What follows belongs to an exercise in optimizing a design on an open flow for small area; a production flow would make more cautious choices. Function was checked by simulation only, so behaviour that the tests miss may differ from the original. The clock cells of runs 2 to 6 come from the design's own scripts or RTL, not from TritonCTS. The clock port is modelled as an ideal driver, which makes a skipped or thinned clock tree look cheaper than it is; a real chip needs a root buffer or a tree. Power is estimated from default activity; no workload was simulated.

File: design/flow/config.mk
export PLATFORM = sky130hd
export DESIGN_NAME = fancy_fader
export DESIGN_NICKNAME = fancy_fader
export VERILOG_FILES = /design/flow/design.v
export SDC_FILE = /design/flow/constraint.sdc
export NUM_CORES = 4
export LEC_CHECK = 0
export CAP_MARGIN = 20
export CORE_MARGIN = 2
export CORE_UTILIZATION = 40
export SLEW_MARGIN = 20
export CTS_LEAVES = 10
export CTS_LEAF_CELL = sky130_fd_sc_hd__clkbuf_8
export CTS_ROOT_CELL = sky130_fd_sc_hd__clkbuf_8
export PRE_CTS_TCL = /design/flow/flow/mycts.tcl
export BUFFER_PORTS_ARGS = -buffer_cell sky130_fd_sc_hd__buf_1
export PRE_RESIZE_TCL = /design/flow/flow/downsize.tcl
File: design/flow/constraint.sdc
create_clock -name core_clock -period 12.0 [get_ports {clk}]
set_input_delay 2.4000 -clock core_clock [delete_from_list [all_inputs] [get_ports {clk}]]
set_output_delay 2.4000 -clock core_clock [all_outputs]
set_load 0.01 [all_outputs]
File: design/flow/design.v
`default_nettype none
`default_nettype none
`default_nettype none
`default_nettype none
module fancy_fader(input wire clk, input wire rst, input wire [15:0] random,
	output wire ws2812_out, output wire trigger, output wire data_request);
	reg [10:0] cnt;
	reg hold;
	reg [3:0] fm;
	reg [3:0] ci;
	reg [3:0] start;
	reg [1:0] rgb;
	reg [14:0] ring [0:9];
	reg [3:0] q;
	reg curbit;
	wire in_tx = (cnt[10:7] == 4'd0);
	wire req = (cnt == 11'd128);
	wire [7:0] led_next = {fm, ci} + 8'd1;
	wire last = (rgb == 2'd2) && (led_next == {4'd8, start});
	wire step = in_tx && (cnt[6:0] == 7'd119);
	wire frame_end = step && last;
	wire renumber = frame_end && (start == 4'd0);
	wire insert = req && !hold && last && (start == 4'd0);
	assign data_request = req;
	assign trigger = ~hold;
	assign ws2812_out = in_tx && ((cnt[3:0] < 4'd4) || (curbit && (cnt[3:0] < 4'd9)));
	always @(posedge clk) begin
		if (rst) begin
			cnt <= 11'd1280;
			hold <= 1'b0;
		end else begin
			if (req && !hold)
				cnt <= 11'd0;
			else if (cnt == 11'd2000)
				cnt <= 11'd128;
			else
				cnt <= cnt + 11'd1;
			if (req && !hold && last)
				hold <= 1'b1;
			else if (cnt == 11'd1999)
				hold <= 1'b0;
		end
	end
	always @(posedge clk) begin
		if (rst) begin
			fm <= 4'd0;
			ci <= 4'd0;
			start <= 4'd0;
			rgb <= 2'd0;
		end else if (step) begin
			if (rgb != 2'd2) begin
				rgb <= rgb + 2'd1;
			end else begin
				rgb <= 2'd0;
				if (!last) begin
					{fm, ci} <= led_next;
				end else begin
					fm <= 4'd0;
					ci <= start - 4'd1;
					start <= start - 4'd1;
				end
			end
		end
	end
	wire clear = !hold && cnt[10] && !cnt[4];
	integer i;
	always @(posedge clk) begin
		for (i = 1; i < 10; i = i + 1)
			ring[i] <= ring[i-1];
		ring[0] <= clear ? 15'd0 : (insert && q[3]) ? random[14:0] : ring[9];
		ring[5] <= (insert && !q[3]) ? random[14:0] : ring[4];
	end
	wire [3:0] q_inc = renumber ? 4'd2 : 4'd1;
	wire [4:0] q_sum = q + q_inc;
	always @(posedge clk) begin
		if (rst)
			q <= 4'd0;
		else
			q <= (q_sum >= 5'd10) ? q_sum - 5'd10 : q_sum;
	end
	wire [4:0] a = (rgb == 2'd0) ? ring[0][4:0] : (rgb == 2'd1) ? ring[0][9:5] : ring[0][14:10];
	wire [4:0] b = (rgb == 2'd0) ? ring[9][4:0] : (rgb == 2'd1) ? ring[9][9:5] : ring[9][14:10];
	wire [4:0] m0 = ci[0] ? b : a;
	wire [4:0] m1 = ci[1] ? b : a;
	wire [4:0] m2 = ci[2] ? b : a;
	wire [4:0] m3 = ci[3] ? b : a;
	wire [8:0] mix = {4'd0, a} + {4'd0, m0} + {3'd0, m1, 1'b0} + {2'd0, m2, 2'b0} + {1'b0, m3, 3'b0};
	wire [2:0] bsel = in_tx ? cnt[6:4] + {2'd0, cnt[3]} : 3'd0;
	wire load_ok = !in_tx || (cnt[3:2] != 2'b01);
	wire [2:0] bpos = ~bsel;
	wire [7:0] color = mix[8:1];
	always @(posedge clk)
		if (load_ok && q == fm)
			curbit <= color[bpos];
endmodule
File: design/flow/flow/run.sh
#!/bin/bash
# own flow: the standard flow (standard.sh, unchanged synthesis) with
# extra ORFS settings: a hand-built two-level clock tree (flow/mycts.tcl)
# instead of TritonCTS, small port buffers, and logic cells taken down to
# their smallest drive strength before repair_design (flow/downsize.tcl).
HERE=$(pwd)
cat >> config.mk <<EOC
export CTS_LEAVES = 10
export CTS_LEAF_CELL = sky130_fd_sc_hd__clkbuf_8
export CTS_ROOT_CELL = sky130_fd_sc_hd__clkbuf_8
export PRE_CTS_TCL = $HERE/flow/mycts.tcl
export BUFFER_PORTS_ARGS = -buffer_cell sky130_fd_sc_hd__buf_1
export PRE_RESIZE_TCL = $HERE/flow/downsize.tcl
EOC
bash standard.sh > standard.log 2>&1
File: design/flow/flow/downsize.tcl
# PRE_RESIZE hook: move every combinational cell to the smallest drive
# strength of its function; repair_design, which runs right after, adds
# back buffering or sizing wherever slew, capacitance or fanout need it.
set block [ord::get_db_block]
set db [ord::get_db]
set n 0
foreach inst [$block getInsts] {
  set m [[$inst getMaster] getName]
  if { ![regexp {^sky130_fd_sc_hd__([a-z0-9]+)_([0-9]+)$} $m all base drive] } { continue }
  if { [regexp {^(df|edf|sdf|dl|tap|fill|decap|conb|clk|buf|inv)} $base] } { continue }
  if { $drive <= 1 } { continue }
  foreach d {0 1} {
    if { $d >= $drive } { break }
    set cand "sky130_fd_sc_hd__${base}_$d"
    set cm [$db findMaster $cand]
    if { $cm != "NULL" && [lsearch -exact $::env(DONT_USE_CELLS) $cand] < 0 } {
      replace_cell [$inst getName] $cand
      incr n
      break
    }
  }
}
puts "downsize.tcl: replaced $n cells"
File: design/flow/flow/mycts.tcl
# PRE_CTS hook: a two-level clock tree built here instead of TritonCTS.
# The flip-flops are split into CTS_LEAVES groups of neighbours (recursive
# halving along the longer side), each group gets a clock buffer at its
# centre, and one root buffer driven by the clock port feeds the group
# buffers. Every register sees the same two buffer levels; the rest of
# cts.tcl (placement legalisation, timing repair) runs as usual, and
# clock_tree_synthesis itself is turned into a no-op below.
set leaves $::env(CTS_LEAVES)
set leafcell $::env(CTS_LEAF_CELL)
set rootcell $::env(CTS_ROOT_CELL)

set block [ord::get_db_block]
set clknet [$block findNet clk]

set pts {}
foreach it [$clknet getITerms] {
  set inst [$it getInst]
  set bb [$inst getBBox]
  set x [expr {([$bb xMin] + [$bb xMax]) / 2}]
  set y [expr {([$bb yMin] + [$bb yMax]) / 2}]
  lappend pts [list $x $y [$inst getName] [[$it getMTerm] getName]]
}
puts "mycts: [llength $pts] clock sinks, $leaves groups"

proc split_groups {pts k} {
  if {$k <= 1 || [llength $pts] <= 1} { return [list $pts] }
  set xs [lmap p $pts {lindex $p 0}]
  set ys [lmap p $pts {lindex $p 1}]
  set w [expr {[tcl::mathfunc::max {*}$xs] - [tcl::mathfunc::min {*}$xs]}]
  set h [expr {[tcl::mathfunc::max {*}$ys] - [tcl::mathfunc::min {*}$ys]}]
  set axis [expr {$w >= $h ? 0 : 1}]
  set sorted [lsort -integer -index $axis $pts]
  set k1 [expr {$k / 2}]
  set n1 [expr {int(round(double([llength $pts]) * $k1 / $k))}]
  return [concat [split_groups [lrange $sorted 0 [expr {$n1 - 1}]] $k1] \
                 [split_groups [lrange $sorted $n1 end] [expr {$k - $k1}]]]
}

set groups [split_groups $pts $leaves]

proc place_at {name x y} {
  set inst [[ord::get_db_block] findInst $name]
  set m [$inst getMaster]
  set x [expr {$x - [$m getWidth] / 2}]
  set y [expr {$y - [$m getHeight] / 2}]
  $inst setLocation $x $y
  $inst setPlacementStatus PLACED
}

make_net clk_root
[$block findNet clk_root] setSigType CLOCK
make_instance cts_root $rootcell
connect_pin clk cts_root/A
connect_pin clk_root cts_root/X

set i 0
set sx 0
set sy 0
foreach g $groups {
  set n [llength $g]
  set cx 0
  set cy 0
  foreach p $g {
    set cx [expr {$cx + [lindex $p 0]}]
    set cy [expr {$cy + [lindex $p 1]}]
  }
  set cx [expr {$cx / $n}]
  set cy [expr {$cy / $n}]
  set net "clk_leaf_$i"
  set buf "cts_leaf_$i"
  make_net $net
  [$block findNet $net] setSigType CLOCK
  make_instance $buf $leafcell
  connect_pin clk_root $buf/A
  connect_pin $net $buf/X
  foreach p $g {
    set pin "[lindex $p 2]/[lindex $p 3]"
    disconnect_pin clk $pin
    connect_pin $net $pin
  }
  place_at $buf $cx $cy
  puts "mycts: group $i: $n sinks at ($cx, $cy)"
  set sx [expr {$sx + $cx}]
  set sy [expr {$sy + $cy}]
  incr i
}
place_at cts_root [expr {$sx / $i}] [expr {$sy / $i}]

set_propagated_clock [all_clocks]
detailed_placement
estimate_parasitics -placement
report_clock_skew
proc clock_tree_synthesis {args} { puts "mycts: clock_tree_synthesis skipped, the tree is built by mycts.tcl" }
File: design/flow/standard.sh
#!/bin/bash
# synth_recipe.tcl (not shown) runs the flow's synth.tcl, then flattens the netlist and writes it again
# the make line also repeats each setting of config.mk as NAME=value (left out here)
make -C /OpenROAD-flow-scripts/flow DESIGN_CONFIG=/design/flow/config.mk WORK_HOME=/design/flow/orfs CLKGATE_MAP_FILE= SYNTH_SCRIPT=/design/flow/synth_recipe.tcl "${@:-finish}"
==> results of run 1 <==
==> power by group through the flow <==
stage / Clock [mW] / Sequential, mW / Combinational, mW
detailed placement: 0 / 0.626 / 0.0278
global placement: 0 / 0.626 / 0.0267
floorplan: 0 / 0.622 / 0.0226
==> worst max path at each step <==
stage | to | slack, ns
floorplan | curbit | 7.24
global placement | curbit | 6.99
detailed placement | curbit | 6.97
==> stage by stage <==
stage / area [sq um] / cells
after global placement: 6690 / 785
after detailed placement: 6620 / 786
after floorplan: 6450 / 572
==> cell families after synthesis <==
logic type	share of synthesized area, %
buffers and inverters	3.71
AND/OR/NAND/NOR	10.7
adder cells (fa/ha/maj)	7.96
AO/OA/AOI/OAI	7.55
multiplexers	9.20
XOR/XNOR	4.56
flip-flops	56.4
==> out/metrics.sh, run 1 <==
FP-ROW-COUNT=46
YOSYS_WARNINGS=2
POST_SYNTH_MOST_FREQUENT_CELLS='sky130_fd_sc_hd__dfxtp_1 (180), sky130_fd_sc_hd__nor2_1 (61), sky130_fd_sc_hd__mux2i_1 (33)'
DIE_WIDTH_UM=131
POST-SYNTH-TOP-AREA-FRACTION_PCT=55.9
SYNTH_AREA_SQ_UM=6450
SYNTH_TOP_CELL_BY_AREA='sky130_fd_sc_hd__dfxtp_1'
SYNTH.NET_COUNT=625
FLOW.STOPPED_AT='4_1_cts'
POST_SYNTH_INST_COUNT=572
FINALWEIGHTEDCONGESTION=0.821
DETAILED_PLACE_HPWL_MM=7.52
INITIAL_CORE_UTIL_PCT=40.7
YS_TYPES=53
PORT_BUFFERS=19
SEQ_AREA_FRAC_SYNTH_PCT=56.4
BOUNDARYPINS=21
NUMBER_OF_SYNTHESIZED_REGISTER_BITS=181
YOSYS-TOP-CELLS-AREA='sky130_fd_sc_hd__dfxtp_1 (56%), sky130_fd_sc_hd__mux2i_1 (5.1%), sky130_fd_sc_hd__ha_1 (4.9%), sky130_fd_sc_hd__nor2_1 (3.6%), sky130_fd_sc_hd__fa_1 (3.1%)'
POST-PLACE-WS_NS=6.97
ERROR_LINE='Error: cts.tcl, 6 invalid command name "NULL"'
SYN_AVG_CELL_AREA_SQ_UM=11.3
SYNTH_EDF_COUNT=1
OUTCOME='did not finish'
DIE-HEIGHT_UM=131
YOSYS.CELL_COUNT.TOP_TYPE='sky130_fd_sc_hd__dfxtp_1'
ASYNC_FLOP_SHARE_PCT=0
YS_FLOP_TYPE='sky130_fd_sc_hd__dfxtp_1'
==> inputs of run 2 (changes only) <==
--- a/design/flow/flow/run.sh
+++ b/design/flow/flow/run.sh
@@ -6,5 +6,5 @@
 HERE=$(pwd)
 cat >> config.mk <<EOC
-export CTS_LEAVES = 10
+export CTS_LEAVES = 12
 export CTS_LEAF_CELL = sky130_fd_sc_hd__clkbuf_8
 export CTS_ROOT_CELL = sky130_fd_sc_hd__clkbuf_8
--- a/design/flow/flow/mycts.tcl
+++ b/design/flow/flow/mycts.tcl
@@ -48,9 +48,18 @@
 }
 
-make_net clk_root
-[$block findNet clk_root] setSigType CLOCK
-make_instance cts_root $rootcell
-connect_pin clk cts_root/A
-connect_pin clk_root cts_root/X
+set db [ord::get_db]
+proc new_buf {name cell in out} {
+  set inst [odb::dbInst_create [ord::get_db_block] [[ord::get_db] findMaster $cell] $name]
+  [$inst findITerm A] connect $in
+  [$inst findITerm X] connect $out
+  return $inst
+}
+proc new_net {name} {
+  set net [odb::dbNet_create [ord::get_db_block] $name]
+  $net setSigType CLOCK
+  return $net
+}
+set rootnet [new_net clk_root]
+new_buf cts_root $rootcell $clknet $rootnet
 
 set i 0
@@ -69,13 +78,10 @@
   set net "clk_leaf_$i"
   set buf "cts_leaf_$i"
-  make_net $net
-  [$block findNet $net] setSigType CLOCK
-  make_instance $buf $leafcell
-  connect_pin clk_root $buf/A
-  connect_pin $net $buf/X
+  set leafnet [new_net $net]
+  new_buf $buf $leafcell $rootnet $leafnet
   foreach p $g {
-    set pin "[lindex $p 2]/[lindex $p 3]"
-    disconnect_pin clk $pin
-    connect_pin $net $pin
+    set it [[$block findInst [lindex $p 2]] findITerm [lindex $p 3]]
+    $it disconnect
+    $it connect $leafnet
   }
   place_at $buf $cx $cy
--- a/design/flow/config.mk
+++ b/design/flow/config.mk
@@ -10,5 +10,5 @@
 export CORE_UTILIZATION = 40
 export SLEW_MARGIN = 20
-export CTS_LEAVES = 10
+export CTS_LEAVES = 12
 export CTS_LEAF_CELL = sky130_fd_sc_hd__clkbuf_8
 export CTS_ROOT_CELL = sky130_fd_sc_hd__clkbuf_8
==> run 2 against run 1 <==
Net effect:
- now clean on timing, DRC and antenna
- area after synthesis unchanged
- synthesized cell count unchanged
==> out/metrics.sh, run 2 <==
OUTCOME='complete, no violations'
INITIAL_CORE_UTIL_PCT=40.7  # unchanged
MAX_FLOP_REGISTER='ring'
WORST_PATH_DOMINANT_CELL_FAMILY='adder cells'
SEQ_AREA_FRAC_SYNTH_PCT=56.4  # unchanged
DIE_WIDTH_UM=131  # unchanged
TIMING.CRITICAL_PATH.SLOWEST_STAGE_CELL='sky130_fd_sc_hd__dfxtp_1'
FINALWEIGHTEDCONGESTION=0.821  # unchanged
REG2REGPATHDEPTH=19
SYN_AVG_CELL_AREA_SQ_UM=11.3  # unchanged
TIMING.SETUP.TNS_NS=0
SW_FRAC_OF_TOTAL_PCT=21.2
POST_SYNTH_MOST_FREQUENT_CELLS='sky130_fd_sc_hd__dfxtp_1 (180), sky130_fd_sc_hd__nor2_1 (61), sky130_fd_sc_hd__mux2i_1 (33)'
CP_DATA_ARRIVAL_TIME_NS=5.20
ASYNC_FLOP_SHARE_PCT=0  # unchanged
GR-USAGE-ALL-LAYERS_PCT=13.2
WORSTPATHMAXFANOUT=14
STDCELL_COUNT=799
UNREPAIRED_SETUP_ENDPOINTS_AFTER_GLOBAL_ROUTING='no'
CRIT_START='rgb[0]'
TIMING.CRITICAL_PATH.CELLS='mux2i_1 -> nor2_1 -> a21oi_1 -> xnor2_1 -> and2_1 -> ha_1 -> o21bai_1 -> fa_1 -> inv_1 -> fa_1 -> inv_1 -> ha_1 -> fa_1 -> a21o_1 -> a21oi_1 -> xor2_1 -> nand3_1 -> a31oi_1 -> a21oi_1'
FINAL.HOLD.WORST_SLACK_NS=0.326
POWER.LEAKAGE_nW=2.84
STDCELL_AREA_SQ_UM=6800
CRIT_END='curbit'
FINAL_MIN_PERIOD_OVER_CLOCK_PERIOD_PCT=41.7
SLEW_HEADROOM_PCT=35.4
SETUP-VIOLATIONS-FINAL=0
FP.DIEAREA_SQ_UM=17200
POST_SYNTH_INST_COUNT=572  # unchanged
CRITPATHCAPTURETYPE='register'
MAX_CAP_VIOL_COUNT=0
DIE-HEIGHT_UM=131  # unchanged
DR.FIRST_ITER.DRC_COUNT=221
POSTROUTEWIRELENGTH_MM=11.0
YOSYS_WARNINGS=2  # unchanged
FIRST_GLOBAL_VIAS=3752
FLOW.AREA_GROWTH_FROM_SYNTHESIS_PCT=5.49
POWERDENSITY_nW_PER_UM2=133
SETUP_SLACK_AFTER_LAYOUT_NS=6.99
CLOCK-SKEW-FINAL_NS=0.0222
ROUTE.ANTENNA.REMAINING_NETS=0
HOLD_PATH.CLASS='register to register'
LAYOUT-DRIVE-GT1-SHARE_PCT=2.92
WORST-R2R-SETUP-SLACK_NS=6.99
PLACED_CELL_COUNT=786  # unchanged
DRV_SLEW=0
PWR-SHARE-COMB_PCT=3.0
TYPE_OF_THE_WORST_SETUP_PATH='register to register'
HOLD_VIOL_FINAL=0
NUMBER_OF_SYNTHESIZED_REGISTER_BITS=181  # unchanged
POST-SYNTH-TOP-AREA-FRACTION_PCT=55.9  # unchanged
R2R-END='curbit'
SWITCHING_POWER_uW=193
P_INT_uW=714
QUANTITY_OF_GATES_RESIZED_FOLLOWING_CTS=0
GLOBAL_ROUTE_WIRE_LENGTH_BEFORE_REPAIR_MM=18.7
SYNTH_AREA_SQ_UM=6450  # unchanged
PORT_BUFFERS=19  # unchanged
CTS-HOLD-FIX-BUFFERS=0
CRITICAL_PATH.STARTPOINT_TYPE='register'
CLK_LATENCY_NS=0.44
GRT_START_MAX_NET_PINS=26
FINISH.UTILIZATION_PCT=43.0
WORST_SETUP_HOLD_PATH_CLK_SLEW_NS=0.11
POST-CTS-SETUP-BUFFER-COUNT=0
TOTAL_POWER_uW=907
POWER.CLOCK.FRACTION_PCT=29.5
FP-ROW-COUNT=46  # unchanged
PATH_BUF_INV=2
COUNT_OF_INSERTED_ANTENNA_DIODE_CELLS=0
SHARE_SEQ_OF_TOTAL_POWER_PCT=67.5
BOUNDARYPINS=21  # unchanged
SYNTH.NET_COUNT=625  # unchanged
CP_SLOWEST_STAGE_DELAY_NS=0.85
YS_FLOP_TYPE='sky130_fd_sc_hd__dfxtp_1'
CORE-AREA_SQ_UM=15800
LAYOUT.CELLS.MOST_COMMON='sky130_fd_sc_hd__dfxtp_1'
YOSYS-TOP-CELLS-AREA='sky130_fd_sc_hd__dfxtp_1 (56%), sky130_fd_sc_hd__mux2i_1 (5.1%), sky130_fd_sc_hd__ha_1 (4.9%), sky130_fd_sc_hd__nor2_1 (3.6%), sky130_fd_sc_hd__fa_1 (3.1%)'
VIAS=3827
YS_TYPES=53  # unchanged
WORST_MARGIN_SLEW_NS=0.962
SYNTH_EDF_COUNT=1  # unchanged
REGTOREGSTARTPOINT='rgb[0]'
DETAIL_ROUTE.VIAS_PER_CELL=4.79
SYNTH_TOP_CELL_BY_AREA='sky130_fd_sc_hd__dfxtp_1'
POST-PLACE-WS_NS=6.97  # unchanged
WORST_EP_REQUIRED_TIME_NS=12.20
CRIT_CELLS=19
DETAIL_ROUTE.FIRST_PASS.ITERATIONS=4
MOSTFREQUENTLAYOUTCELLS='sky130_fd_sc_hd__dfxtp_1 (180), sky130_fd_sc_hd__nor2_1 (61), sky130_fd_sc_hd__mux2i_1 (33)'
YOSYS.CELL_COUNT.TOP_TYPE='sky130_fd_sc_hd__dfxtp_1'
REMAINING_DESIGN_RULE_VIOLATION_COUNT=0
POST-ROUTE-MIN-PERIOD_NS=5.01
DETAILED_PLACE_HPWL_MM=7.52  # unchanged
PLACED_AREA_SQ_UM=6620  # unchanged
ROUTEDWLPERCELL_UM=13.8
LAYOUT_TOP_REGISTERS='ring x150, cnt x11'
ANTENNA_VIOLATIONS_BEFORE_REPAIR=0
FMAXACHIEVABLE_MHz=200
WORST_IR_DROP_ON_VDD_mV=0.0977
OVERFLOW=0
FLIP_FLOP_COUNT_OF_THE_LARGEST_REGISTER_ALL_COPIES_AND_WORDS_ADDED=150
NUM-NETS-FINAL=638
run 2: metal layers:
metal,GRT usage [%],vias to the layer above,wire (um)
met5,0,-,0
met4,3.25,0,279
met3,0.977,21,206
met2,22.6,38,5150
met1,18.3,1831,5360
li1,-,1937,-
run 2: layout make-up:
class | count | area [sq um]
plain buffers | 13 | 179
fillers | 1491 | 9030
inverters | 32 | 120
multi-input cells | 334 | 2490
flip-flops and latches | 181 | 3630
well taps | 216 | 270
repair buffers | 23 | 105
run 2: worst min path at each step:
stage | startpoint | endpoint | depth (start not counted)
after global placement | ring[5][1] | ring[6][1] | 0
final | ring[1][1] | ring[2][1] | 0
after global routing | ring[3][3] | ring[4][3] | 0
after floorplan | ring[1][0] | ring[2][0] | 0
after detailed placement | ring[3][2] | ring[4][2] | 0
after CTS | ring[7][2] | ring[8][2] | 0
run 2: power by group through the flow:
| stage | clock (mW) | combinational [mW] | sequential, mW |
|---|---|---|---|
| 6_report | 0.268 | 0.0274 | 0.612 |
| 2_1_floorplan | 0 | 0.0226 | 0.622 |
| 4_1_cts | 0.279 | 0.0280 | 0.612 |
| 3_3_place_gp | 0 | 0.0267 | 0.626 |
| 5_1_grt | 0.300 | 0.0311 | 0.613 |
| 3_5_place_dp | 0 | 0.0278 | 0.626 |
run 2: kinds of logic after synthesis:
kind of cell,synth area share [%]
AOI/OAI and AO/OA,7.55
xor gates and xnor gates,4.56
adders and majority gates,7.96
buffers and inverters,3.71
DFF,56.4
muxes,9.20
and+or+nand+nor,10.7
==> inputs of run 3 (changes only) <==
--- a/design/flow/flow/run.sh
+++ b/design/flow/flow/run.sh
@@ -6,5 +6,5 @@
 HERE=$(pwd)
 cat >> config.mk <<EOC
-export CTS_LEAVES = 12
+export CTS_LEAVES = 10
 export CTS_LEAF_CELL = sky130_fd_sc_hd__clkbuf_8
 export CTS_ROOT_CELL = sky130_fd_sc_hd__clkbuf_8
--- a/design/flow/config.mk
+++ b/design/flow/config.mk
@@ -10,5 +10,5 @@
 export CORE_UTILIZATION = 40
 export SLEW_MARGIN = 20
-export CTS_LEAVES = 12
+export CTS_LEAVES = 10
 export CTS_LEAF_CELL = sky130_fd_sc_hd__clkbuf_8
 export CTS_ROOT_CELL = sky130_fd_sc_hd__clkbuf_8
==> run 3 against run 2 <==
Net effect:
- hold slack worse by 0.0060 ns
- area after synthesis unchanged
- routed wire length shrank 0.30%
- first-iteration DRC count rose by 1.4%
- synthesized cell count unchanged
- via count about the same
==> out/metrics.sh, run 3 <==
TOTAL_POWER_uW=890  # -1.9%
NUM-NETS-FINAL=636  # -0.31%
LAYOUT_TOP_REGISTERS='ring x150, cnt x11'
MAX_CAP_VIOL_COUNT=0  # unchanged
WORST_SETUP_HOLD_PATH_CLK_SLEW_NS=0.12  # about the same
FLIP_FLOP_COUNT_OF_THE_LARGEST_REGISTER_ALL_COPIES_AND_WORDS_ADDED=150  # unchanged
ANTENNA_VIOLATIONS_BEFORE_REPAIR=0  # unchanged
DETAIL_ROUTE.VIAS_PER_CELL=4.81  # +0.33%
FINAL_MIN_PERIOD_OVER_CLOCK_PERIOD_PCT=41.8  # +0.057 points
YOSYS.CELL_COUNT.TOP_TYPE='sky130_fd_sc_hd__dfxtp_1'
CTS-HOLD-FIX-BUFFERS=0  # unchanged
DETAIL_ROUTE.FIRST_PASS.ITERATIONS=4  # unchanged
PLACED_AREA_SQ_UM=6620  # unchanged
FINALWEIGHTEDCONGESTION=0.821  # unchanged
POST-ROUTE-MIN-PERIOD_NS=5.01  # +0.00680 ns
SYNTH.NET_COUNT=625  # unchanged
POST-CTS-SETUP-BUFFER-COUNT=0  # unchanged
CLK_LATENCY_NS=0.43  # about the same
PATH_BUF_INV=2  # unchanged
DETAILED_PLACE_HPWL_MM=7.52  # unchanged
CP_DATA_ARRIVAL_TIME_NS=5.21  # about the same
ROUTEDWLPERCELL_UM=13.8  # about the same
OVERFLOW=0  # unchanged
NUMBER_OF_SYNTHESIZED_REGISTER_BITS=181  # unchanged
WORST-R2R-SETUP-SLACK_NS=6.99  # about the same
ASYNC_FLOP_SHARE_PCT=0  # unchanged
UNREPAIRED_SETUP_ENDPOINTS_AFTER_GLOBAL_ROUTING='no'
SETUP_SLACK_AFTER_LAYOUT_NS=6.99  # -0.00680 ns
CRIT_START='rgb[0]'
COUNT_OF_INSERTED_ANTENNA_DIODE_CELLS=0  # unchanged
SYNTH_AREA_SQ_UM=6450  # unchanged
WORST_EP_REQUIRED_TIME_NS=12.19  # about the same
WORST_PATH_DOMINANT_CELL_FAMILY='adder cells'
HOLD_PATH.CLASS='register to register'
WORST_IR_DROP_ON_VDD_mV=0.0910  # -6.8%
TIMING.CRITICAL_PATH.SLOWEST_STAGE_CELL='sky130_fd_sc_hd__dfxtp_1'
SLEW_HEADROOM_PCT=35.5  # +0.11 points
CLOCK-SKEW-FINAL_NS=0.0210  # -0.00120 ns
POSTROUTEWIRELENGTH_MM=11.0  # -0.30%
LAYOUT-DRIVE-GT1-SHARE_PCT=2.58  # -0.33 points
DIE-HEIGHT_UM=131  # unchanged
YOSYS_WARNINGS=2  # unchanged
SYNTH_TOP_CELL_BY_AREA='sky130_fd_sc_hd__dfxtp_1'
FP.DIEAREA_SQ_UM=17200  # unchanged
HOLD_DEPTH=0  # unchanged
POWERDENSITY_nW_PER_UM2=131  # -1.5%
FINAL-SEQ-AREA_SQ_UM=3630  # unchanged
MAX_FLOP_REGISTER='ring'
CRITICAL-PATH-TOP-CELL-BY-COUNT='sky130_fd_sc_hd__fa_1'
DRV_SLEW=0  # unchanged
CRITPATHCAPTURETYPE='register'
DIE_WIDTH_UM=131  # unchanged
SYNTH_EDF_COUNT=1  # unchanged
WORSTPATHMAXFANOUT=14  # unchanged
FIRST_GLOBAL_VIAS=3728  # -0.64%
FILLERS=1496  # +0.34%
VIAS=3830  # +0.078%
CP_SLOWEST_STAGE_DELAY_NS=0.86  # about the same
TIMING.CRITICAL_PATH.CELLS='mux2i_1 -> o21ai_0 -> xnor2_1 -> and2_1 -> ha_1 -> o21bai_1 -> fa_1 -> inv_1 -> fa_1 -> inv_1 -> ha_1 -> fa_1 -> a21o_1 -> a21oi_1 -> xor2_1 -> nand3_1 -> a31oi_1 -> a21oi_1'
HOLD_VIOL_FINAL=0  # unchanged
WORST_MARGIN_SLEW_NS=0.961  # -0.00167 ns
CRITICAL_PATH.STARTPOINT_TYPE='register'
SETUP-VIOLATIONS-FINAL=0  # unchanged
SYN_AVG_CELL_AREA_SQ_UM=11.3  # unchanged
STDCELL_AREA_SQ_UM=6770  # -0.40%
R2R-END='curbit'
REGTOREGSTARTPOINT='rgb[0]'
PORT_BUFFERS=19  # unchanged
INITIAL_CORE_UTIL_PCT=40.7  # unchanged
CRIT_END='curbit'
REG2REGPATHDEPTH=18  # -1
ROUTE.ANTENNA.REMAINING_NETS=0  # unchanged
FMAXACHIEVABLE_MHz=199  # -0.14%
WORSTHOLDSTART='ring[8][14]'
MULTIINPUTGATEAREA_SQ_UM=2490  # unchanged
POST_SYNTH_MOST_FREQUENT_CELLS='sky130_fd_sc_hd__dfxtp_1 (180), sky130_fd_sc_hd__nor2_1 (61), sky130_fd_sc_hd__mux2i_1 (33)'
CRIT_CELLS=18  # -1
YOSYS-TOP-CELLS-AREA='sky130_fd_sc_hd__dfxtp_1 (56%), sky130_fd_sc_hd__mux2i_1 (5.1%), sky130_fd_sc_hd__ha_1 (4.9%), sky130_fd_sc_hd__nor2_1 (3.6%), sky130_fd_sc_hd__fa_1 (3.1%)'
GLOBAL_ROUTE_WIRE_LENGTH_BEFORE_REPAIR_MM=18.6  # -0.48%
TIMING.SETUP.TNS_NS=0  # unchanged
POST_SYNTH_INST_COUNT=572  # unchanged
DR.FIRST_ITER.DRC_COUNT=224  # +1.4%
YS_FLOP_TYPE='sky130_fd_sc_hd__dfxtp_1'
QUANTITY_OF_GATES_RESIZED_FOLLOWING_CTS=0  # unchanged
OUTCOME='complete, no violations'
MOSTFREQUENTLAYOUTCELLS='sky130_fd_sc_hd__dfxtp_1 (180), sky130_fd_sc_hd__nor2_1 (61), sky130_fd_sc_hd__mux2i_1 (33)'
GR-USAGE-ALL-LAYERS_PCT=13.2  # -0.026 points
REMAINING_DESIGN_RULE_VIOLATION_COUNT=0  # unchanged
GRT_START_MAX_NET_PINS=26  # unchanged
TYPE_OF_THE_WORST_SETUP_PATH='register to register'
POST-PLACE-WS_NS=6.97  # unchanged
POWER.LEAKAGE_nW=2.83  # -0.51%
CORE-AREA_SQ_UM=15800  # unchanged
YS_TYPES=53  # unchanged
POST-SYNTH-TOP-AREA-FRACTION_PCT=55.9  # unchanged
FP-ROW-COUNT=46  # unchanged
LAYOUT.CELLS.MOST_COMMON='sky130_fd_sc_hd__dfxtp_1'
FLOW.AREA_GROWTH_FROM_SYNTHESIS_PCT=5.07
BOUNDARYPINS=21  # unchanged
SEQ_AREA_FRAC_SYNTH_PCT=56.4  # unchanged
[run 3: changes by cell type in the layout (fill, tap and decap cells not counted), sizes merged]
cell,before,now
clkbuf,13,11
[run 3: metrics by stage]
step,std cells,hold slack [ns],utilization (%)
global route,797,0.325,42.8
finish,797,0.320,42.8
global placement,785,0.311,42.3
detailed placement,786,0.312,41.8
CTS,797,0.321,42.8
floorplan,572,0.310,-
[run 3: cell families after synthesis]
family          count (synthesis)  share of synthesized area (%)
compound gates                 76                           7.55
xor+xnor                       32                           4.56
fa+ha+maj                      35                           7.96
buf+inv                        57                           3.71
flops                         181                           56.4
mux                            53                           9.20
simple gates                  138                           10.7
[run 3: area by class of cell]
cell class              instances  area share, %
well taps                     216           3.99
inverters                      32           1.77
multi-input cells             334           36.8
repair buffers                 23           1.55
flip-flops and latches        181           53.6
plain buffers                  11           2.23
[run 3: metal layers]
layer  up-vias  track usage, %  wire length [um]  part of all wire [%]
li1       1931               -                 -                     -
met2        49            22.6              5180                    47
met5         -               0                 0                     0
met3        20            1.14               257                   2.3
met1      1830            18.1              5240                    48
met4         0            3.13               285                   2.6
[run 3: worst min-delay path by stage]
| stage | to | slack, ns |
|---|---|---|
| final | ring[9][14] | 0.32 |
| after floorplan | ring[2][0] | 0.31 |
| after CTS | ring[7][0] | 0.32 |
| after global routing | ring[7][0] | 0.33 |
| after detailed placement | ring[4][2] | 0.31 |
| after global placement | ring[6][1] | 0.31 |
[run 3: power breakdown]
part | switching, mW | internal (mW)
registers | 0.00732 | 0.605
clock network | 0.167 | 0.0830
logic | 0.0150 | 0.0124
total | 0.189 | 0.701
==> inputs of run 4 (changes only) <==
--- a/design/flow/design.v
+++ b/design/flow/design.v
@@ -12,13 +12,12 @@
 	reg [1:0] rgb;
 	reg [14:0] ring [0:9];
-	reg [3:0] q;
+	reg [3:0] d;
 	reg curbit;
 	wire in_tx = (cnt[10:7] == 4'd0);
 	wire req = (cnt == 11'd128);
 	wire [7:0] led_next = {fm, ci} + 8'd1;
-	wire last = (rgb == 2'd2) && (led_next == {4'd8, start});
+	wire led_end = (rgb == 2'd2);
+	wire last = led_end && (led_next == {4'd8, start});
 	wire step = in_tx && (cnt[6:0] == 7'd119);
-	wire frame_end = step && last;
-	wire renumber = frame_end && (start == 4'd0);
 	wire insert = req && !hold && last && (start == 4'd0);
 	assign data_request = req;
@@ -49,5 +48,5 @@
 			rgb <= 2'd0;
 		end else if (step) begin
-			if (rgb != 2'd2) begin
+			if (!led_end) begin
 				rgb <= rgb + 2'd1;
 			end else begin
@@ -57,9 +56,15 @@
 				end else begin
 					fm <= 4'd0;
-					ci <= start - 4'd1;
-					start <= start - 4'd1;
+					start <= ci;
 				end
 			end
 		end
+	end
+	wire d_hold = in_tx && led_end && (cnt[6:1] == 6'd59) && (last || (cnt[0] && ci == 4'hf));
+	always @(posedge clk) begin
+		if (rst)
+			d <= 4'd0;
+		else if (!d_hold)
+			d <= (d == 4'd9) ? 4'd0 : d + 4'd1;
 	end
 	wire clear = !hold && cnt[10] && !cnt[4];
@@ -68,14 +73,6 @@
 		for (i = 1; i < 10; i = i + 1)
 			ring[i] <= ring[i-1];
-		ring[0] <= clear ? 15'd0 : (insert && q[3]) ? random[14:0] : ring[9];
-		ring[5] <= (insert && !q[3]) ? random[14:0] : ring[4];
-	end
-	wire [3:0] q_inc = renumber ? 4'd2 : 4'd1;
-	wire [4:0] q_sum = q + q_inc;
-	always @(posedge clk) begin
-		if (rst)
-			q <= 4'd0;
-		else
-			q <= (q_sum >= 5'd10) ? q_sum - 5'd10 : q_sum;
+		ring[0] <= clear ? 15'd0 : (insert && !d[2]) ? random[14:0] : ring[9];
+		ring[5] <= (insert && d[2]) ? random[14:0] : ring[4];
 	end
 	wire [4:0] a = (rgb == 2'd0) ? ring[0][4:0] : (rgb == 2'd1) ? ring[0][9:5] : ring[0][14:10];
@@ -91,5 +88,5 @@
 	wire [7:0] color = mix[8:1];
 	always @(posedge clk)
-		if (load_ok && q == fm)
+		if (load_ok && d == 4'd0)
 			curbit <= color[bpos];
 endmodule
--- a/design/flow/flow/run.sh
+++ b/design/flow/flow/run.sh
@@ -6,5 +6,5 @@
 HERE=$(pwd)
 cat >> config.mk <<EOC
-export CTS_LEAVES = 10
+export CTS_LEAVES = 12
 export CTS_LEAF_CELL = sky130_fd_sc_hd__clkbuf_8
 export CTS_ROOT_CELL = sky130_fd_sc_hd__clkbuf_8
--- a/design/flow/config.mk
+++ b/design/flow/config.mk
@@ -10,5 +10,5 @@
 export CORE_UTILIZATION = 40
 export SLEW_MARGIN = 20
-export CTS_LEAVES = 10
+export CTS_LEAVES = 12
 export CTS_LEAF_CELL = sky130_fd_sc_hd__clkbuf_8
 export CTS_ROOT_CELL = sky130_fd_sc_hd__clkbuf_8
==> run 4 against run 3 <==
Net effect:
- still clean on timing, DRC and antenna
- via count decreased by 3.1%
- cell area down 1.9%
- utilization increased by 0.58 points
- cell count shrank 3.0%
- first-iteration DRC count is 28% lower
- sequential share of layout area increased by 1.1 points
- largest cell class unchanged
- highest routed layer unchanged
==> out/metrics.sh, run 4 <==
OUTCOME='complete, no violations'
CTS-HOLD-FIX-BUFFERS=0  # unchanged
HOLD_VIOL_FINAL=0  # unchanged
WORST_MARGIN_SLEW_NS=1.02  # +0.0590 ns
SLEW_HEADROOM_PCT=31.8  # -3.7 points
DETAILED_PLACE_HPWL_MM=7.62  # +1.3%
DR.FIRST_ITER.DRC_COUNT=162  # -28%
POST-ROUTE-MIN-PERIOD_NS=5.19  # +0.175 ns
CORE-AREA_SQ_UM=15300  # -3.2%
FINALWEIGHTEDCONGESTION=0.833  # +1.4%
POST-SYNTH-TOP-AREA-FRACTION_PCT=56.9  # +1.0 points
PORT_BUFFERS=19  # unchanged
SWITCHING_POWER_uW=179  # -5.1%
WORST_EP_REQUIRED_TIME_NS=12.19  # about the same
INITIAL_CORE_UTIL_PCT=41.3  # +0.60 points
SW_FRAC_OF_TOTAL_PCT=20.3  # -0.99 points
FLIP_FLOP_COUNT_OF_THE_LARGEST_REGISTER_ALL_COPIES_AND_WORDS_ADDED=150  # unchanged
ANTENNA_VIOLATIONS_BEFORE_REPAIR=0  # unchanged
UNREPAIRED_SETUP_ENDPOINTS_AFTER_GLOBAL_ROUTING='no'
MULTIINPUTGATEAREA_SQ_UM=2370  # -5.1%
LAYOUT-DRIVE-GT1-SHARE_PCT=2.85  # +0.27 points
WORSTPATHMAXFANOUT=14  # unchanged
POST_SYNTH_MOST_FREQUENT_CELLS='sky130_fd_sc_hd__dfxtp_1 (180), sky130_fd_sc_hd__nor2_1 (61), sky130_fd_sc_hd__mux2i_1 (39)'
POWER.LEAKAGE_nW=2.61  # -7.8%
POST-CTS-SETUP-BUFFER-COUNT=0  # unchanged
ROUTEDWLPERCELL_UM=13.9  # +1.2%
FLOW.AREA_GROWTH_FROM_SYNTHESIS_PCT=4.92
DETAIL_ROUTE.VIAS_PER_CELL=4.80  # about the same
POWERDENSITY_nW_PER_UM2=133  # +1.5%
FIRST_GLOBAL_VIAS=3709  # -0.51%
DIE-HEIGHT_UM=130  # -0.88%
PWR-SHARE-COMB_PCT=1.8  # -1.3 points
QUANTITY_OF_GATES_RESIZED_FOLLOWING_CTS=0  # unchanged
VIAS=3711  # -3.1%
NUM-NETS-FINAL=612  # -3.8%
FILLERS=1474  # -1.5%
CLK_LATENCY_NS=0.44  # about the same
TIMING.SETUP.TNS_NS=0  # unchanged
YOSYS_WARNINGS=2  # unchanged
PLACED_CELL_COUNT=760  # -3.3%
MAX_FLOP_REGISTER='ring'
GR-USAGE-ALL-LAYERS_PCT=13.0  # -0.18 points
SYNTH_AREA_SQ_UM=6330  # -1.8%
OVERFLOW=0  # unchanged
WORST_IR_DROP_ON_VDD_mV=0.0968  # +6.4%
P_INT_uW=706  # +0.81%
COUNT_OF_INSERTED_ANTENNA_DIODE_CELLS=0  # unchanged
TYPE_OF_THE_WORST_SETUP_PATH='register to register'
CRITICAL_PATH.STARTPOINT_TYPE='register'
DETAIL_ROUTE.FIRST_PASS.ITERATIONS=4  # unchanged
WORST_SETUP_HOLD_PATH_CLK_SLEW_NS=0.11  # about the same
BOUNDARYPINS=21  # unchanged
REMAINING_DESIGN_RULE_VIOLATION_COUNT=0  # unchanged
GRT_START_MAX_NET_PINS=27  # +3.8%
YOSYS-TOP-CELLS-AREA='sky130_fd_sc_hd__dfxtp_1 (57%), sky130_fd_sc_hd__mux2i_1 (6.2%), sky130_fd_sc_hd__ha_1 (4.2%), sky130_fd_sc_hd__nor2_1 (3.6%), sky130_fd_sc_hd__fa_1 (2.8%)'
CP_DATA_ARRIVAL_TIME_NS=5.38  # +0.17 ns
ROUTE.ANTENNA.REMAINING_NETS=0  # unchanged
CLOCK-SKEW-FINAL_NS=0.0200  # -0.00101 ns
YS_FLOP_TYPE='sky130_fd_sc_hd__dfxtp_1'
FINAL-SEQ-AREA_SQ_UM=3630  # unchanged
SEQ_AREA_FRAC_SYNTH_PCT=57.4  # +1.0 points
GLOBAL_ROUTE_WIRE_LENGTH_BEFORE_REPAIR_MM=18.0  # -2.8%
LAYOUT_TOP_REGISTERS='ring x150, cnt x11'
YOSYS.CELL_COUNT.TOP_TYPE='sky130_fd_sc_hd__dfxtp_1'
STDCELL_COUNT=773  # -3.0%
FINAL_MIN_PERIOD_OVER_CLOCK_PERIOD_PCT=43.2  # +1.5 points
YS_TYPES=58  # +9.4%
SYN_AVG_CELL_AREA_SQ_UM=11.6  # +3.2%
POWER.CLOCK.FRACTION_PCT=29.8  # +1.7 points
POSTROUTEWIRELENGTH_MM=10.8  # -1.8%
DIE_WIDTH_UM=130  # -0.88%
SETUP-VIOLATIONS-FINAL=0  # unchanged
DRV_SLEW=0  # unchanged
POST_SYNTH_INST_COUNT=544  # -4.9%
SHARE_SEQ_OF_TOTAL_POWER_PCT=68.5  # -0.3 points
CRITPATHCAPTURETYPE='register'
MAX_CAP_VIOL_COUNT=0  # unchanged
HOLD_PATH.CLASS='register to register'
NUMBER_OF_SYNTHESIZED_REGISTER_BITS=181  # unchanged
FMAXACHIEVABLE_MHz=193  # -3.4%
FINISH.UTILIZATION_PCT=43.4  # +0.58 points
FP.DIEAREA_SQ_UM=16900  # -1.7%
MOSTFREQUENTLAYOUTCELLS='sky130_fd_sc_hd__dfxtp_1 (180), sky130_fd_sc_hd__nor2_1 (61), sky130_fd_sc_hd__mux2i_1 (39)'
FP-ROW-COUNT=45  # -2.2%
ASYNC_FLOP_SHARE_PCT=0  # unchanged
SYNTH_EDF_COUNT=1  # unchanged
LAYOUT.CELLS.MOST_COMMON='sky130_fd_sc_hd__dfxtp_1'
SYNTH_TOP_CELL_BY_AREA='sky130_fd_sc_hd__dfxtp_1'
SYNTH.NET_COUNT=592  # -5.3%
-- run 4: cell count changes in the layout (fill, tap and decap cells not counted), moves of 5 or more --
cell | before | now
sky130_fd_sc_hd__mux2i_1 | 33 | 39
sky130_fd_sc_hd__nor4_1 | 2 | 10
sky130_fd_sc_hd__or3_1 | 7 | 2
sky130_fd_sc_hd__or4_1 | 0 | 7
sky130_fd_sc_hd__xnor2_1 | 20 | 14
-- run 4: cells by family (layout without fill, tap and decap cells) --
kind of cell | count (synthesis) | in the layout | share of synthesized area [%]
AND/OR/NAND/NOR | 139 | 139 | 12.4
AO/OA/AOI/OAI | 63 | 63 | 6.56
flip-flops | 181 | 181 | 57.4
buffers and inverters | 45 | 63 | 2.96
adder cells (fa/ha/maj) | 30 | 30 | 7.00
multiplexers | 60 | 60 | 10.1
XOR/XNOR | 26 | 26 | 3.60
-- run 4: power by group through the flow --
stage	Combinational, mW	Sequential (mW)	Clock [mW]
after floorplan	0.0106	0.620	0
after global placement	0.0156	0.621	0
after detailed placement	0.0158	0.621	0
after CTS	0.0160	0.607	0.278
after global routing	0.0178	0.607	0.299
final	0.0156	0.607	0.264
-- run 4: per-layer routing --
metal	GRT usage, %	up-vias	wire length (um)	share of wire (%)
li1	-	1875	-	-
met1	18.0	1775	5200	48
met2	22.0	43	4960	46
met3	1.68	18	348	3.2
met4	2.91	0	259	2.4
met5	0	-	0	0
-- run 4: area by class of cell --
type / count / area share (%)
plain buffers: 13 / 2.69
inverters: 28 / 1.58
multi-input cells: 318 / 35.6
flip-flops and latches: 181 / 54.7
well taps: 211 / 3.97
repair buffers: 22 / 1.41
-- run 4: path summary, 6_finish.rpt --
kind,from,endpoint,slack (ns),depth (start not counted)
hold / removal,ring[7][1],ring[8][1],0.33,0
hold reg to reg,ring[7][1],ring[8][1],0.33,0
setup reg to reg,rgb[0],curbit,6.81,19
setup / recovery,rgb[0],curbit,6.81,19
-- run 4: per-stage QoR --
stage | setup slack (ns) | total power [mW] | cell area (sq um) | hold slack (ns)
final | 6.81 | 0.886 | 6640 | 0.328
after global routing | 6.47 | 0.925 | 6640 | 0.331
after CTS | 6.84 | 0.901 | 6640 | 0.328
after detailed placement | 6.87 | 0.637 | 6460 | 0.312
after global placement | 6.93 | 0.637 | 6610 | 0.311
after floorplan | 7.25 | 0.630 | 6330 | 0.310
-- run 4: critical path, stage by stage, from the launching register on --
cell                       delay, ns
sky130_fd_sc_hd__dfxtp_1        0.85
sky130_fd_sc_hd__mux2i_1        0.37
sky130_fd_sc_hd__nor2_1         0.09
sky130_fd_sc_hd__a21oi_1        0.37
sky130_fd_sc_hd__xnor2_1        0.12
sky130_fd_sc_hd__and2_1         0.18
sky130_fd_sc_hd__ha_1           0.17
sky130_fd_sc_hd__o21bai_1       0.17
sky130_fd_sc_hd__fa_1           0.52
sky130_fd_sc_hd__inv_1          0.06
sky130_fd_sc_hd__fa_1           0.53
sky130_fd_sc_hd__inv_1          0.04
sky130_fd_sc_hd__ha_1           0.24
sky130_fd_sc_hd__fa_1           0.41
sky130_fd_sc_hd__a21o_1         0.17
sky130_fd_sc_hd__a21oi_1        0.17
sky130_fd_sc_hd__xor2_1         0.18
sky130_fd_sc_hd__nor4_1         0.06
sky130_fd_sc_hd__a31oi_1        0.14
sky130_fd_sc_hd__a31oi_1        0.11
==> inputs of run 5 (changes only) <==
--- a/design/flow/design.v
+++ b/design/flow/design.v
@@ -7,8 +7,8 @@
 	reg [10:0] cnt;
 	reg hold;
-	reg [3:0] fm;
 	reg [3:0] ci;
 	reg [3:0] start;
-	reg [1:0] rgb;
+	reg [2:0] e;
+	reg [2:0] rgb;    
 	reg [14:0] ring [0:9];
 	reg [3:0] d;
@@ -16,7 +16,8 @@
 	wire in_tx = (cnt[10:7] == 4'd0);
 	wire req = (cnt == 11'd128);
-	wire [7:0] led_next = {fm, ci} + 8'd1;
-	wire led_end = (rgb == 2'd2);
-	wire last = led_end && (led_next == {4'd8, start});
+	wire [3:0] ci_next = ci + 4'd1;
+	wire led_end = rgb[2];
+	wire sixteenth = (ci_next == start);
+	wire last = led_end && sixteenth && (e == 3'd7);
 	wire step = in_tx && (cnt[6:0] == 7'd119);
 	wire insert = req && !hold && last && (start == 4'd0);
@@ -43,17 +44,19 @@
 	always @(posedge clk) begin
 		if (rst) begin
-			fm <= 4'd0;
 			ci <= 4'd0;
 			start <= 4'd0;
-			rgb <= 2'd0;
+			e <= 3'd0;
+			rgb <= 3'b001;
 		end else if (step) begin
 			if (!led_end) begin
-				rgb <= rgb + 2'd1;
+				rgb <= {rgb[1:0], 1'b0};
 			end else begin
-				rgb <= 2'd0;
+				rgb <= 3'b001;
 				if (!last) begin
-					{fm, ci} <= led_next;
+					ci <= ci_next;
+					if (sixteenth)
+						e <= e + 3'd1;
 				end else begin
-					fm <= 4'd0;
+					e <= 3'd0;
 					start <= ci;
 				end
@@ -76,11 +79,13 @@
 		ring[5] <= (insert && d[2]) ? random[14:0] : ring[4];
 	end
-	wire [4:0] a = (rgb == 2'd0) ? ring[0][4:0] : (rgb == 2'd1) ? ring[0][9:5] : ring[0][14:10];
-	wire [4:0] b = (rgb == 2'd0) ? ring[9][4:0] : (rgb == 2'd1) ? ring[9][9:5] : ring[9][14:10];
+	wire [4:0] a = ({5{rgb[0]}} & ring[0][4:0]) | ({5{rgb[1]}} & ring[0][9:5]) | ({5{rgb[2]}} & ring[0][14:10]);
+	wire [4:0] b = ({5{rgb[0]}} & ring[9][4:0]) | ({5{rgb[1]}} & ring[9][9:5]) | ({5{rgb[2]}} & ring[9][14:10]);
 	wire [4:0] m0 = ci[0] ? b : a;
 	wire [4:0] m1 = ci[1] ? b : a;
 	wire [4:0] m2 = ci[2] ? b : a;
 	wire [4:0] m3 = ci[3] ? b : a;
-	wire [8:0] mix = {4'd0, a} + {4'd0, m0} + {3'd0, m1, 1'b0} + {2'd0, m2, 2'b0} + {1'b0, m3, 3'b0};
+	wire [5:0] s0 = a + m0;
+	wire [6:0] s1 = {m2, 1'b0} + m1;
+	wire [8:0] mix = {s1, 1'b0} + s0 + {m3, 3'b0};
 	wire [2:0] bsel = in_tx ? cnt[6:4] + {2'd0, cnt[3]} : 3'd0;
 	wire load_ok = !in_tx || (cnt[3:2] != 2'b01);
--- a/design/flow/flow/run.sh
+++ b/design/flow/flow/run.sh
@@ -6,6 +6,6 @@
 HERE=$(pwd)
 cat >> config.mk <<EOC
-export CTS_LEAVES = 12
-export CTS_LEAF_CELL = sky130_fd_sc_hd__clkbuf_8
+export CTS_LEAVES = 16
+export CTS_LEAF_CELL = sky130_fd_sc_hd__clkbuf_4
 export CTS_ROOT_CELL = sky130_fd_sc_hd__clkbuf_8
 export PRE_CTS_TCL = $HERE/flow/mycts.tcl
--- a/design/flow/config.mk
+++ b/design/flow/config.mk
@@ -10,6 +10,6 @@
 export CORE_UTILIZATION = 40
 export SLEW_MARGIN = 20
-export CTS_LEAVES = 12
-export CTS_LEAF_CELL = sky130_fd_sc_hd__clkbuf_8
+export CTS_LEAVES = 16
+export CTS_LEAF_CELL = sky130_fd_sc_hd__clkbuf_4
 export CTS_ROOT_CELL = sky130_fd_sc_hd__clkbuf_8
 export PRE_CTS_TCL = /design/flow/flow/mycts.tcl
==> run 5 against run 4 <==
Net effect:
- first-iteration DRC count is 26% higher
- die area decreased by 5.2%
- sequential power about the same
- clock power fell by 12%
- clock skew down 0.0042 ns
- power is 3.4% lower
- via count shrank 3.8%
- cell area is 4.5% lower
- critical path type unchanged
- largest power group unchanged
==> out/metrics.sh, run 5 <==
OUTCOME='complete, no violations'
DIE-HEIGHT_UM=126  # -2.6%
VIAS=3569  # -3.8%
LAYOUT.CELLS.MOST_COMMON='sky130_fd_sc_hd__dfxtp_1'
POST_SYNTH_MOST_FREQUENT_CELLS='sky130_fd_sc_hd__dfxtp_1 (180), sky130_fd_sc_hd__nor2_1 (55), sky130_fd_sc_hd__nand2_1 (31)'
COUNT_OF_INSERTED_ANTENNA_DIODE_CELLS=0  # unchanged
REMAINING_DESIGN_RULE_VIOLATION_COUNT=0  # unchanged
MOSTFREQUENTLAYOUTCELLS='sky130_fd_sc_hd__dfxtp_1 (180), sky130_fd_sc_hd__nor2_1 (55), sky130_fd_sc_hd__nand2_1 (31)'
HOLD_VIOL_FINAL=0  # unchanged
SLEW_HEADROOM_PCT=31.5  # -0.39 points
POST-CTS-SETUP-BUFFER-COUNT=0  # unchanged
SYNTH_AREA_SQ_UM=5990  # -5.3%
DRV_SLEW=0  # unchanged
POST-ROUTE-MIN-PERIOD_NS=4.43  # -0.755 ns
YOSYS_WARNINGS=2  # unchanged
CORE-AREA_SQ_UM=14600  # -4.7%
WORSTPATHMAXFANOUT=12  # -2
POST-PLACE-WS_NS=7.62  # +0.756 ns
GR-USAGE-ALL-LAYERS_PCT=12.7  # -0.30 points
GLOBAL_ROUTE_WIRE_LENGTH_BEFORE_REPAIR_MM=17.3  # -4.1%
HOLD_PATH.CLASS='register to register'
TIMING.CRITICAL_PATH.SLOWEST_STAGE_CELL='sky130_fd_sc_hd__a222oi_1'
TIMING.CRITICAL_PATH.CELLS='a222oi_1 -> a21oi_1 -> ha_1 -> fa_1 -> a21o_1 -> a21oi_1 -> xnor2_1 -> ha_1 -> inv_1 -> fa_1 -> inv_1 -> ha_1 -> xnor2_1 -> o311ai_0 -> a2bb2oi_1'
POST_SYNTH_INST_COUNT=523  # -3.9%
ANTENNA_VIOLATIONS_BEFORE_REPAIR=0  # unchanged
LAYOUT-DRIVE-GT1-SHARE_PCT=3.71  # +0.86 points
POST-SYNTH-TOP-AREA-FRACTION_PCT=60.1  # +3.2 points
DR.FIRST_ITER.DRC_COUNT=204  # +26%
WORST_SETUP_HOLD_PATH_CLK_SLEW_NS=0.12  # about the same
TYPE_OF_THE_WORST_SETUP_PATH='register to register'
DETAIL_ROUTE.VIAS_PER_CELL=4.94  # +2.8%
DETAILED_PLACE_HPWL_MM=7.01  # -8.0%
YOSYS.CELL_COUNT.TOP_TYPE='sky130_fd_sc_hd__dfxtp_1'
CP_DATA_ARRIVAL_TIME_NS=4.63  # -0.75 ns
ROUTE.ANTENNA.REMAINING_NETS=0  # unchanged
DIE_WIDTH_UM=126  # -2.6%
SYNTH_EDF_COUNT=1  # unchanged
PORT_BUFFERS=19  # unchanged
ROUTEDWLPERCELL_UM=14.0  # +0.51%
WORST_IR_DROP_ON_VDD_mV=0.0823  # -15%
POWER.LEAKAGE_nW=2.61  # about the same
WORST_MARGIN_SLEW_NS=1.03  # +0.00790 ns
NUMBER_OF_SYNTHESIZED_REGISTER_BITS=181  # unchanged
WORST-R2R-SETUP-SLACK_NS=7.57  # +0.75 ns
P_INT_uW=679  # -3.8%
BOUNDARYPINS=21  # unchanged
FLIP_FLOP_COUNT_OF_THE_LARGEST_REGISTER_ALL_COPIES_AND_WORDS_ADDED=150  # unchanged
SYN_AVG_CELL_AREA_SQ_UM=11.5  # -1.5%
SHARE_SEQ_OF_TOTAL_POWER_PCT=71.0  # +2.5 points
UNREPAIRED_SETUP_ENDPOINTS_AFTER_GLOBAL_ROUTING='no'
SETUP_SLACK_AFTER_LAYOUT_NS=7.57  # +0.755 ns
YOSYS-TOP-CELLS-AREA='sky130_fd_sc_hd__dfxtp_1 (60%), sky130_fd_sc_hd__ha_1 (5.0%), sky130_fd_sc_hd__mux2i_1 (3.7%), sky130_fd_sc_hd__nor2_1 (3.4%), sky130_fd_sc_hd__mux2_2 (3.2%)'
PWR-SHARE-COMB_PCT=1.8  # about the same
FILLERS=1371  # -7.0%
CP_SLOWEST_STAGE_DELAY_NS=0.67  # -0.18 ns
PLACED_CELL_COUNT=706  # -7.1%
SYNTH_TOP_CELL_BY_AREA='sky130_fd_sc_hd__dfxtp_1'
FMAXACHIEVABLE_MHz=226  # +17%
ASYNC_FLOP_SHARE_PCT=0  # unchanged
STDCELL_COUNT=723  # -6.5%
OVERFLOW=0  # unchanged
YS_TYPES=47  # -19%
YS_FLOP_TYPE='sky130_fd_sc_hd__dfxtp_1'
MAX_CAP_VIOL_COUNT=0  # unchanged
FINAL_MIN_PERIOD_OVER_CLOCK_PERIOD_PCT=36.9  # -6.3 points
POWERDENSITY_nW_PER_UM2=135  # +1.1%
DETAIL_ROUTE.FIRST_PASS.ITERATIONS=4  # unchanged
CTS-HOLD-FIX-BUFFERS=0  # unchanged
CLK_LATENCY_NS=0.45  # about the same
HOLD_DEPTH=0  # unchanged
LAYOUT_TOP_REGISTERS='ring x150, cnt x11'
POWER.CLOCK.FRACTION_PCT=27.2  # -2.6 points
INITIAL_CORE_UTIL_PCT=41.1  # -0.25 points
WORSTHOLDSTART='ring[6][10]'
SETUP-VIOLATIONS-FINAL=0  # unchanged
SEQ_AREA_FRAC_SYNTH_PCT=60.6  # +3.2 points
HOLD_END='ring[7][10]'
CRITICAL-PATH-TOP-CELL-BY-COUNT='sky130_fd_sc_hd__ha_1'
REG2REGPATHDEPTH=15  # -4
FP-ROW-COUNT=44  # -2.2%
SWITCHING_POWER_uW=176  # -1.8%
FLOW.AREA_GROWTH_FROM_SYNTHESIS_PCT=5.87
GRT_START_MAX_NET_PINS=26  # -3.7%
TIMING.SETUP.TNS_NS=0  # unchanged
CRITPATHCAPTURETYPE='register'
FIRST_GLOBAL_VIAS=3645  # -1.7%
CLOCK-SKEW-FINAL_NS=0.0158  # -0.00421 ns
QUANTITY_OF_GATES_RESIZED_FOLLOWING_CTS=0  # unchanged
FINALWEIGHTEDCONGESTION=0.791  # -5.0%
POSTROUTEWIRELENGTH_MM=10.1  # -6.0%
FINAL.HOLD.WORST_SLACK_NS=0.331  # +0.00289 ns
FINISH.UTILIZATION_PCT=43.5  # +0.12 points
MAX_FLOP_REGISTER='ring'
REGTOREGSTARTPOINT='rgb[0]'
SW_FRAC_OF_TOTAL_PCT=20.6  # +0.34 points
NUM-NETS-FINAL=592  # -3.3%
FP.DIEAREA_SQ_UM=16000  # -5.2%
R2R-END='curbit'
SYNTH.NET_COUNT=574  # -3.0%
CRITICAL_PATH.STARTPOINT_TYPE='register'
WORST_EP_REQUIRED_TIME_NS=12.20  # about the same
run 5: cell count changes after synthesis, sizes merged, moves of 6 or more:
cell | before | now
clkbuf | 12 | 18
nor2 | 61 | 55
nor4 | 10 | 4
inv | 28 | 21
mux2i | 39 | 22
nand2 | 18 | 31
a22oi | 0 | 6
run 5: worst max path at each step:
stage,from,endpoint,slack (ns),depth (start not counted)
2_1_floorplan,rgb[2],curbit,8.03,17
3_3_place_gp,rgb[0],curbit,7.69,15
3_5_place_dp,rgb[0],curbit,7.62,15
4_1_cts,rgb[0],curbit,7.59,15
5_1_grt,rgb[0],curbit,7.18,15
6_report,rgb[0],curbit,7.57,15
run 5: logic make-up (layout without fill, tap and decap cells):
logic type	Yosys count	count (layout)	synth area share, %
adder cells (fa/ha/maj)	33	33	8.02
AND/OR/NAND/NOR	136	136	10.6
multiplexers	39	39	6.87
flip-flops	181	181	60.6
XOR/XNOR	27	27	4.17
buffers and inverters	43	59	2.90
AO/OA/AOI/OAI	64	64	6.80
run 5: critical path: cells and delay by family (launching register included):
kind            cells  cell delay [ns]
fa+ha+maj           5             1.64
buf+inv             2             0.09
xor+xnor            2             0.28
flops               1             0.51
compound gates      6             1.68
run 5: metal layers:
layer,vias up,wire length [um],global-route usage [%]
met3,14,560,1.86
li1,1798,-,-
met4,0,153,2.26
met1,1689,4840,17.4
met2,68,4570,21.8
met5,-,0,0
run 5: power groups by stage:
stage | Clock [mW] | Sequential, mW | Combinational [mW]
final | 0.233 | 0.607 | 0.0155
after global placement | 0 | 0.621 | 0.0154
after detailed placement | 0 | 0.621 | 0.0157
after global routing | 0.271 | 0.608 | 0.0176
after CTS | 0.247 | 0.607 | 0.0158
after floorplan | 0 | 0.619 | 0.0107
run 5: area by class of cell:
class / count / area [sq um] / share of cell area, %
Buffer: 17 / 134 / 2.11
Inverter: 21 / 78.8 / 1.24
Multi-Input combinational cell: 299 / 2180 / 34.4
Sequential cell: 181 / 3630 / 57.3
Tap cell: 184 / 230 / 3.63
Timing Repair Buffer: 21 / 87.6 / 1.38
run 5: metrics by stage:
stage,power [mW],cell area (sq um)
after detailed placement,0.637,6210
after CTS,0.871,6340
final,0.856,6350
after global placement,0.636,6220
after global routing,0.897,6350
after floorplan,0.630,5990
==> inputs of run 6 (changes only) <==
--- a/design/flow/flow/run.sh
+++ b/design/flow/flow/run.sh
@@ -6,5 +6,5 @@
 HERE=$(pwd)
 cat >> config.mk <<EOC
-export CTS_LEAVES = 16
+export CTS_LEAVES = 20
 export CTS_LEAF_CELL = sky130_fd_sc_hd__clkbuf_4
 export CTS_ROOT_CELL = sky130_fd_sc_hd__clkbuf_8
--- a/design/flow/config.mk
+++ b/design/flow/config.mk
@@ -10,5 +10,5 @@
 export CORE_UTILIZATION = 40
 export SLEW_MARGIN = 20
-export CTS_LEAVES = 16
+export CTS_LEAVES = 20
 export CTS_LEAF_CELL = sky130_fd_sc_hd__clkbuf_4
 export CTS_ROOT_CELL = sky130_fd_sc_hd__clkbuf_8
==> run 6 against run 5 <==
Net effect:
- synthesized cell count unchanged
- critical path type unchanged
- fmax is 0.15% higher
- largest power group unchanged
- still clean on timing, DRC and antenna
- via count up 0.64%
- critical endpoint unchanged
==> out/metrics.sh, run 6 <==
OUTCOME='complete, no violations'
GLOBAL_ROUTE_WIRE_LENGTH_BEFORE_REPAIR_MM=17.4  # +0.44%
ANTENNA_VIOLATIONS_BEFORE_REPAIR=0  # unchanged
SYNTH_TOP_CELL_BY_AREA='sky130_fd_sc_hd__dfxtp_1'
FLOW.AREA_GROWTH_FROM_SYNTHESIS_PCT=6.37
FINAL_MIN_PERIOD_OVER_CLOCK_PERIOD_PCT=36.9  # -0.055 points
CRITICAL-PATH-TOP-CELL-BY-COUNT='sky130_fd_sc_hd__ha_1'
TYPE_OF_THE_WORST_SETUP_PATH='register to register'
DRV_SLEW=0  # unchanged
OVERFLOW=0  # unchanged
GLOBALROUTE.BUSIESTLAYER='met2'
WORST_SETUP_HOLD_PATH_CLK_SLEW_NS=0.11  # about the same
YOSYS.CELL_COUNT.TOP_TYPE='sky130_fd_sc_hd__dfxtp_1'
USE_MET1_PCT=17.5  # +0.11 points
INITIAL_CORE_UTIL_PCT=41.1  # unchanged
PORT_BUFFERS=19  # unchanged
POST_SYNTH_MOST_FREQUENT_CELLS='sky130_fd_sc_hd__dfxtp_1 (180), sky130_fd_sc_hd__nor2_1 (55), sky130_fd_sc_hd__nand2_1 (31)'
MAX_CAP_VIOL_COUNT=0  # unchanged
HOLD_PATH.CLASS='register to register'
FIRST_GLOBAL_VIAS=3688  # +1.2%
YOSYS-TOP-CELLS-AREA='sky130_fd_sc_hd__dfxtp_1 (60%), sky130_fd_sc_hd__ha_1 (5.0%), sky130_fd_sc_hd__mux2i_1 (3.7%), sky130_fd_sc_hd__nor2_1 (3.4%), sky130_fd_sc_hd__mux2_2 (3.2%)'
DETAIL_ROUTE.FIRST_PASS.ITERATIONS=4  # unchanged
NUM-NETS-FINAL=596  # +0.68%
SYNTH.NET_COUNT=574  # unchanged
WORST_EP_REQUIRED_TIME_NS=12.21  # about the same
QUANTITY_OF_GATES_RESIZED_FOLLOWING_CTS=0  # unchanged
ASYNC_FLOP_SHARE_PCT=0  # unchanged
HOLD_VIOL_FINAL=0  # unchanged
GLOBAL_ROUTE.USAGE.MET3_PCT=1.56  # -0.30 points
SEQ_AREA_FRAC_SYNTH_PCT=60.6  # unchanged
FLIP_FLOP_COUNT_OF_THE_LARGEST_REGISTER_ALL_COPIES_AND_WORDS_ADDED=150  # unchanged
SYNTH_COMPOUND_GATE_AREA_SHARE_PCT=6.80  # unchanged
CTS-HOLD-FIX-BUFFERS=0  # unchanged
CLK_LATENCY_NS=0.46  # about the same
DIE_WIDTH_UM=126  # unchanged
SYNTH_AREA_SQ_UM=5990  # unchanged
SYNTH_SIMPLE_GATE_AREA_SHARE_PCT=10.6  # unchanged
YS_FLOP_TYPE='sky130_fd_sc_hd__dfxtp_1'
NUMBER_OF_SYNTHESIZED_REGISTER_BITS=181  # unchanged
LAYOUT.CELLS.MOST_COMMON='sky130_fd_sc_hd__dfxtp_1'
DIE-HEIGHT_UM=126  # unchanged
GR-USAGE-ALL-LAYERS_PCT=12.8  # +0.055 points
CP_DATA_ARRIVAL_TIME_NS=4.64  # about the same
MAX_FLOP_REGISTER='ring'
YS_TYPES=47  # unchanged
DETAIL_ROUTE.VIAS_PER_CELL=4.94  # about the same
FINALWEIGHTEDCONGESTION=0.791  # unchanged
COUNT_OF_INSERTED_ANTENNA_DIODE_CELLS=0  # unchanged
FMAXACHIEVABLE_MHz=226  # +0.15%
## run 6: cell counts after synthesis
Identical to the previous run, type by type.
## run 6: worst paths after layout
| kind | slack, ns | depth (start not counted) | endpoint | startpoint |
|---|---|---|---|---|
| max | 7.57 | 15 | curbit | rgb[1] |
| min reg2reg | 0.32 | 0 | ring[9][5] | ring[8][5] |
| min | 0.32 | 0 | ring[9][5] | ring[8][5] |
| max reg2reg | 7.57 | 15 | curbit | rgb[1] |
## run 6: metrics by stage
step	cell area, sq um	setup slack [ns]	hold WS (ns)	utilization [%]	instances
2_1_floorplan	5990	8.03	0.310	-	523
3_3_place_gp	6220	7.69	0.311	42.6	706
3_5_place_dp	6210	7.62	0.312	42.6	706
4_1_cts	6370	7.60	0.328	43.7	727
5_1_grt	6380	7.20	0.331	43.7	727
6_report	6380	7.57	0.323	43.7	727
## run 6: final cells by class
class / instances / area (sq um)
Buffer: 21 / 164
Fill cell: 1365 / 8210
Inverter: 21 / 78.8
Multi-Input combinational cell: 299 / 2180
Sequential cell: 181 / 3630
Tap cell: 184 / 230
Timing Repair Buffer: 21 / 87.6
## run 6: kinds of logic after synthesis
| family | Yosys count |
|---|---|
| AO/OA/AOI/OAI | 64 |
| multiplexers | 39 |
| AND/OR/NAND/NOR | 136 |
| adder cells (fa/ha/maj) | 33 |
| flip-flops | 181 |
| buffers and inverters | 43 |
| XOR/XNOR | 27 |
## run 6: report_power, final
group | internal [mW] | switching, mW | total (mW)
clock | 0.0843 | 0.167 | 0.251
sequential | 0.603 | 0.00359 | 0.607
combinational | 0.00611 | 0.00937 | 0.0155
## run 6: per-layer routing
metal  share of wire, %  wire length (um)
met2                 45              4600
met3                5.6               569
met5                  0                 0
met1                 47              4730
met4                2.2               227

==> afterwards: timing with drivers on the ports <==
No port has a modelled driver above. Below, the same layouts with a new extraction and two added sets of constraints. Step 1 sets driving cells, clkbuf_16 on the clock port and buf_2 on the other inputs (assumed; they add their load-dependent delay and slew). Step 2, shift: input delay + t, output delay - t, t = (earliest + latest rising clock arrival at the registers) / 2. This alone moves slack from input paths to output paths. a / b / c = ideal ports / drivers / drivers and shift; a / b = the first two.
run | t, ns | setup slack, ns | hold WS [ns] | worst data-port slew with drivers (ns)
run 2 | 0.459 | 6.994 / 6.994 / 6.994 | 0.326 / 0.326 / 0.326 | 0.04
run 3 | 0.453 | 6.987 / 6.987 / 6.987 | 0.320 / 0.320 / 0.320 | 0.04
run 4 | 0.455 | 6.812 / 6.812 / 6.812 | 0.328 / 0.328 / 0.328 | 0.03
run 5 | 0.468 | 7.566 / 7.566 / 7.566 | 0.331 / 0.331 / 0.331 | 0.04
run 6 | 0.477 | 7.573 / 7.573 / 7.573 | 0.323 / 0.323 / 0.323 | 0.04
After both steps every run listed still meets setup and hold.
